Background: an optimization exercise with open tools, aiming at small area. Do not read the settings as production practice.
Only simulation tests tie the RTL to the original design; equivalence was not proved.
Power and IR drop assume default switching activity.

==> flow/design.v (excerpt) <==
module pwm_ctrl #(
  parameter 	NUM_CH = 8,
  parameter 	CNT_WIDTH = 16
)(
  input clock,
  input resetn,
  input read,
  input write,
  input [5:0] address,
  input chipselect,
  input [3:0] byteenable,
  input [31:0] writedata,
  output [31:0] readdata,
  output logic [NUM_CH-1:0] 	pwm_out_ff
);
integer i;
genvar j, k;
logic              we;
logic              sel_max;
logic              sel_en;
logic [NUM_CH-1:0] sel_duty;
assign we      = chipselect & write;
assign sel_max = address == 6'd0;
assign sel_en  = address == 6'd1;
always_comb
  for (i = 0; i < NUM_CH; i = i + 1)
    sel_duty[i] = address == 6'(i + 2);
logic [15:0] wd_duty;
assign wd_duty = writedata[15:0] & {{8{byteenable[1]}}, {8{byteenable[0]}}};
logic [1:0]           max_wr_ff;
logic [CNT_WIDTH-1:0] max_raw_ff;
logic [CNT_WIDTH-1:0] cnt_max;
generate
  for (k = 0; k < 2; k = k + 1) begin: max_byte
    always_ff @(posedge clock, negedge resetn)
      if (!resetn)
        max_wr_ff[k] <= 1'b0;
      else if (we && sel_max && byteenable[k])
        max_wr_ff[k] <= 1'b1;
    always_ff @(posedge clock)
      if (we && sel_max && byteenable[k])
        max_raw_ff[8*k +: 8] <= writedata[8*k +: 8];
    assign cnt_max[8*k +: 8] = max_raw_ff[8*k +: 8] | {8{~max_wr_ff[k]}};
  end
endgenerate
logic [NUM_CH-1:0] ch_en_ff;
always_ff @(posedge clock, negedge resetn)
  if (!resetn)
    ch_en_ff <= {NUM_CH{1'b0}};
  else if (we && sel_en && byteenable[0])
    ch_en_ff <= writedata[NUM_CH-1:0];
logic [NUM_CH-1:0]    duty_wr_ff;
logic [CNT_WIDTH-1:0] duty_raw_ff [NUM_CH-1:0];
generate
  for (j = 0; j < NUM_CH; j = j + 1) begin: ch
    always_ff @(posedge clock, negedge resetn)
      if (!resetn)
        duty_wr_ff[j] <= 1'b0;
      else if (we && sel_duty[j])
        duty_wr_ff[j] <= 1'b1;
    for (k = 0; k < 2; k = k + 1) begin: duty_byte
      always_ff @(posedge clock)
        if (we && sel_duty[j] && (byteenable[k] || !duty_wr_ff[j]))
  ...
For scale: about 730 cells after synthesis, about 190 flip-flops.
export LEC_CHECK = 0
export CAP_MARGIN = 0
export CORE_MARGIN = 2
export CORE_UTILIZATION = 65
export SLEW_MARGIN = 0
export BUFFER_PORTS_ARGS = -buffer_cell sky130_fd_sc_hd__buf_1
export CTS_ARGS = -sink_clustering_enable -repair_clock_nets -dont_use_dummy_load -buf_list {sky130_fd_sc_hd__clkbuf_8}
create_clock -name core_clock -period 10.0 [get_ports {clock}]
standard.sh (not shown) runs the stock make flow with config.mk's settings and CLKGATE_MAP_FILE= SYNTH_SCRIPT=/design/flow/synth_recipe.tcl, a recipe that flattens the netlist after the stock synthesis.
==> flow/flow/run.sh <==
#!/bin/bash
# The standard layout (standard.sh) with three changes:
#  - synthesis maps logic with an area-oriented ABC script (flow/synth.tcl);
#  - the port buffers are buf_1 cells;
#  - the clock tree uses clkbuf_8 cells and no dummy loads.
set -e
export FLOW_ABC_SCRIPT=$PWD/flow/abc_area_min.script
cat >> config.mk <<'EOC'
export BUFFER_PORTS_ARGS = -buffer_cell sky130_fd_sc_hd__buf_1
export CTS_ARGS = -sink_clustering_enable -repair_clock_nets -dont_use_dummy_load -buf_list {sky130_fd_sc_hd__clkbuf_8}
EOC
bash standard.sh SYNTH_SCRIPT=$PWD/flow/synth.tcl finish > standard.log 2>&1
==> flow/flow/abc_area_min.script <==
strash
ifraig
dc2
dch -f
&get -n
&nf -a -R 1000
&st
&dch -f
&nf -a -R 1000
&put
==> flow/flow/synth.tcl <==
# synth_recipe.tcl (the standard synthesis) with one change: ABC maps the
# logic with the area-oriented script in abc_area_min.script.
proc synth {args} { yosys synth -nofsm -noshare {*}$args }
proc abc {args} {
  set i [lsearch -exact $args -script]
  if {$i >= 0} { lset args [expr {$i + 1}] $::env(FLOW_ABC_SCRIPT) }
  yosys abc {*}$args
}
source $::env(SCRIPTS_DIR)/synth.tcl
# left out here: clear keep_hierarchy, flatten, clean up, hide names made inside functions, write 1_2_yosys.v
Rerun with:
--- a/flow/flow/run.sh
+++ b/flow/flow/run.sh
@@ -8,5 +8,5 @@
 cat >> config.mk <<'EOC'
 export BUFFER_PORTS_ARGS = -buffer_cell sky130_fd_sc_hd__buf_1
-export CTS_ARGS = -sink_clustering_enable -repair_clock_nets -dont_use_dummy_load -buf_list {sky130_fd_sc_hd__clkbuf_8}
+export CTS_ARGS = -sink_clustering_enable -repair_clock_nets -dont_use_dummy_load -sink_clustering_levels 1 -sink_clustering_size 30 -sink_clustering_max_diameter 300 -root_buf sky130_fd_sc_hd__clkbuf_16 -buf_list {sky130_fd_sc_hd__clkbuf_8}
 EOC
 bash standard.sh SYNTH_SCRIPT=$PWD/flow/synth.tcl finish > standard.log 2>&1
==> flow/flow/abc_area_min.script (replaced) <==
strash
ifraig
dc2
dch -f
map -a
Settings changed: CTS_ARGS -sink_clustering_enable -repair_clock_nets -dont_use_dummy_load -buf_list {sky130_fd_sc_hd__clkbuf_8} to -sink_clustering_enable -repair_clock_nets -dont_use_dummy_load -sink_clustering_levels 1 -sink_clustering_size 30 -sink_clustering_max_diameter 300 -root_buf sky130_fd_sc_hd__clkbuf_16 -buf_list {sky130_fd_sc_hd__clkbuf_8}.
Outcome:
- global-route usage went up by 3.4 points
- via count increases by 6.7%
- non-clock buffer count grows by 1
- clock-buffer cell count stays the same
- cell area came out higher by 3.1%
- die area went up by 2.9%
- register-to-register slack is worse by 0.02 ns
- synthesized cell count goes up by 13%
- worst setup slack gets worse by 0.53 ns
Rerun with:
==> flow/flow/run.sh (replaced) <==
#!/bin/bash
# The standard layout (standard.sh) with these changes:
#  - synthesis maps logic with an area-oriented ABC script (flow/synth.tcl,
#    flow/abc_area_min.script); everything else in synthesis is unchanged;
#  - the port buffers are buf_1 cells;
#  - one tie cell drives all constant outputs (no tie fanout repair);
set -e
export FLOW_ABC_SCRIPT=$PWD/flow/abc_area_min.script
cat >> config.mk <<'EOC'
export BUFFER_PORTS_ARGS = -buffer_cell sky130_fd_sc_hd__buf_1
export SKIP_REPAIR_TIE_FANOUT = 1
export CTS_ARGS = -sink_clustering_enable -repair_clock_nets -dont_use_dummy_load -buf_list {sky130_fd_sc_hd__clkbuf_8}
EOC
bash standard.sh SYNTH_SCRIPT=$PWD/flow/synth.tcl finish > standard.log 2>&1
==> flow/flow/abc_area_min.script (replaced) <==
strash
ifraig
dc2
dch -f
&get -n
&nf -a -R 1000
&st
&dch -f
&nf -a -R 1000
&put
Settings changed: CORE_UTILIZATION 65 to 80, CTS_ARGS -sink_clustering_enable -repair_clock_nets -dont_use_dummy_load -sink_clustering_levels 1 -sink_clustering_size 30 -sink_clustering_max_diameter 300 -root_buf sky130_fd_sc_hd__clkbuf_16 -buf_list {sky130_fd_sc_hd__clkbuf_8} to -sink_clustering_enable -repair_clock_nets -dont_use_dummy_load -buf_list {sky130_fd_sc_hd__clkbuf_8}, PLACE_DENSITY set to 0.85, SKIP_REPAIR_TIE_FANOUT set to 1.
What happened: Final area falls by about 4%. Critical path depth stays the same. Core utilization is higher by 16 points. Sequential cell count does not change. Worst hold slack is worse by 0.014 ns. Synthesized cell count drops by 12%. Clock power came out lower by about 3%. Sequential share of layout area came out higher by 2.4 points. Worst setup slack gets better by 0.45 ns.
Rerun with:
==> flow/flow/run.sh (replaced) <==
#!/bin/bash
# The standard layout (standard.sh) with three changes:
#  - synthesis maps logic with an area-oriented ABC script (flow/synth.tcl);
#  - the port buffers are buf_1 cells;
#  - the clock tree uses clkbuf_8 cells and no dummy loads.
set -e
export FLOW_ABC_SCRIPT=$PWD/flow/abc_area_min.script
cat >> config.mk <<'EOC'
export BUFFER_PORTS_ARGS = -buffer_cell sky130_fd_sc_hd__buf_1
export CTS_ARGS = -sink_clustering_enable -repair_clock_nets -dont_use_dummy_load -sink_clustering_size 50 -sink_clustering_max_diameter 300 -sink_clustering_buffer sky130_fd_sc_hd__clkbuf_16 -buf_list {sky130_fd_sc_hd__clkbuf_16}
EOC
bash standard.sh SYNTH_SCRIPT=$PWD/flow/synth.tcl finish > standard.log 2>&1
==> flow/flow/abc_area_min.script (replaced) <==
strash
ifraig
dc2
dch -f
map -a
Settings changed: CORE_UTILIZATION 80 to 65, CTS_ARGS -sink_clustering_enable -repair_clock_nets -dont_use_dummy_load -buf_list {sky130_fd_sc_hd__clkbuf_8} to -sink_clustering_enable -repair_clock_nets -dont_use_dummy_load -sink_clustering_size 50 -sink_clustering_max_diameter 300 -sink_clustering_buffer sky130_fd_sc_hd__clkbuf_16 -buf_list {sky130_fd_sc_hd__clkbuf_16}, PLACE_DENSITY 0.85 to not set, SKIP_REPAIR_TIE_FANOUT 1 to not set.
Effect:
- The changed run completed without violations
- maximum frequency shrinks by a few percent
- worst setup slack is worse by 0.42 ns
- combinational power grows by well over a third
- routed wire length grows by roughly a tenth
- worst hold slack is better by 0.0067 ns
Rerun with:
--- a/flow/flow/run.sh
+++ b/flow/flow/run.sh
@@ -8,5 +8,5 @@
 cat >> config.mk <<'EOC'
 export BUFFER_PORTS_ARGS = -buffer_cell sky130_fd_sc_hd__buf_1
-export CTS_ARGS = -sink_clustering_enable -repair_clock_nets -dont_use_dummy_load -sink_clustering_size 50 -sink_clustering_max_diameter 300 -sink_clustering_buffer sky130_fd_sc_hd__clkbuf_16 -buf_list {sky130_fd_sc_hd__clkbuf_16}
+export CTS_ARGS = -sink_clustering_enable -repair_clock_nets -dont_use_dummy_load -buf_list {sky130_fd_sc_hd__clkbuf_8}
 EOC
 bash standard.sh SYNTH_SCRIPT=$PWD/flow/synth.tcl finish > standard.log 2>&1
Settings changed: CAP_MARGIN 0 to 20, CORE_UTILIZATION 65 to 40, CTS_ARGS -sink_clustering_enable -repair_clock_nets -dont_use_dummy_load -sink_clustering_size 50 -sink_clustering_max_diameter 300 -sink_clustering_buffer sky130_fd_sc_hd__clkbuf_16 -buf_list {sky130_fd_sc_hd__clkbuf_16} to -sink_clustering_enable -repair_clock_nets -dont_use_dummy_load -buf_list {sky130_fd_sc_hd__clkbuf_8}, SLEW_MARGIN 0 to 20.
The changed run finished clean.
First-iteration DRC count came out lower by about 14%.
Utilization drops by 27 points.
Final area hardly moves.
Power decreases by about 10%.
Count of clock-buffer cells in the layout is unchanged.
Clock power shrinks by about 30%.
Sequential share of layout area is lower by 0.11 points.

[what the ideal ports hide]
How much do the figures lean on ideal ports? The routed layouts below were timed once more, with nothing changed but the port constraints.
Step 1 sets driving cells, clkbuf_16 on the clock port and buf_2 on the other inputs (assumed; they add their load-dependent delay and slew).
Step 2 moves the port delays by t, midway between the first and last clock arrival at a register: inputs arrive t later, outputs are due t later. That takes back most of the time a late clock gives input paths.
a / b / c = ideal ports / drivers / drivers and shift; a / b = the first two.
run	shift t [ns]	setup slack, ns	slew at the worst register clock pin (ns)
the first run	0.499	3.666 / 3.645 / 3.645	0.10 / 0.10
the second run	0.427	3.136 / 3.117 / 3.117	0.09 / 0.09
the third run	0.495	3.591 / 3.563 / 3.563	0.10 / 0.10
the fourth run	0.468	3.171 / 3.152 / 3.152	0.07 / 0.07
the fifth run	0.504	3.053 / 3.033 / 3.033	0.10 / 0.10
After both steps setup and hold are still met in every run listed. The setup slack of the third run, which loses most, moves by -0.028 ns with the drivers and by -0.028 ns with both steps.
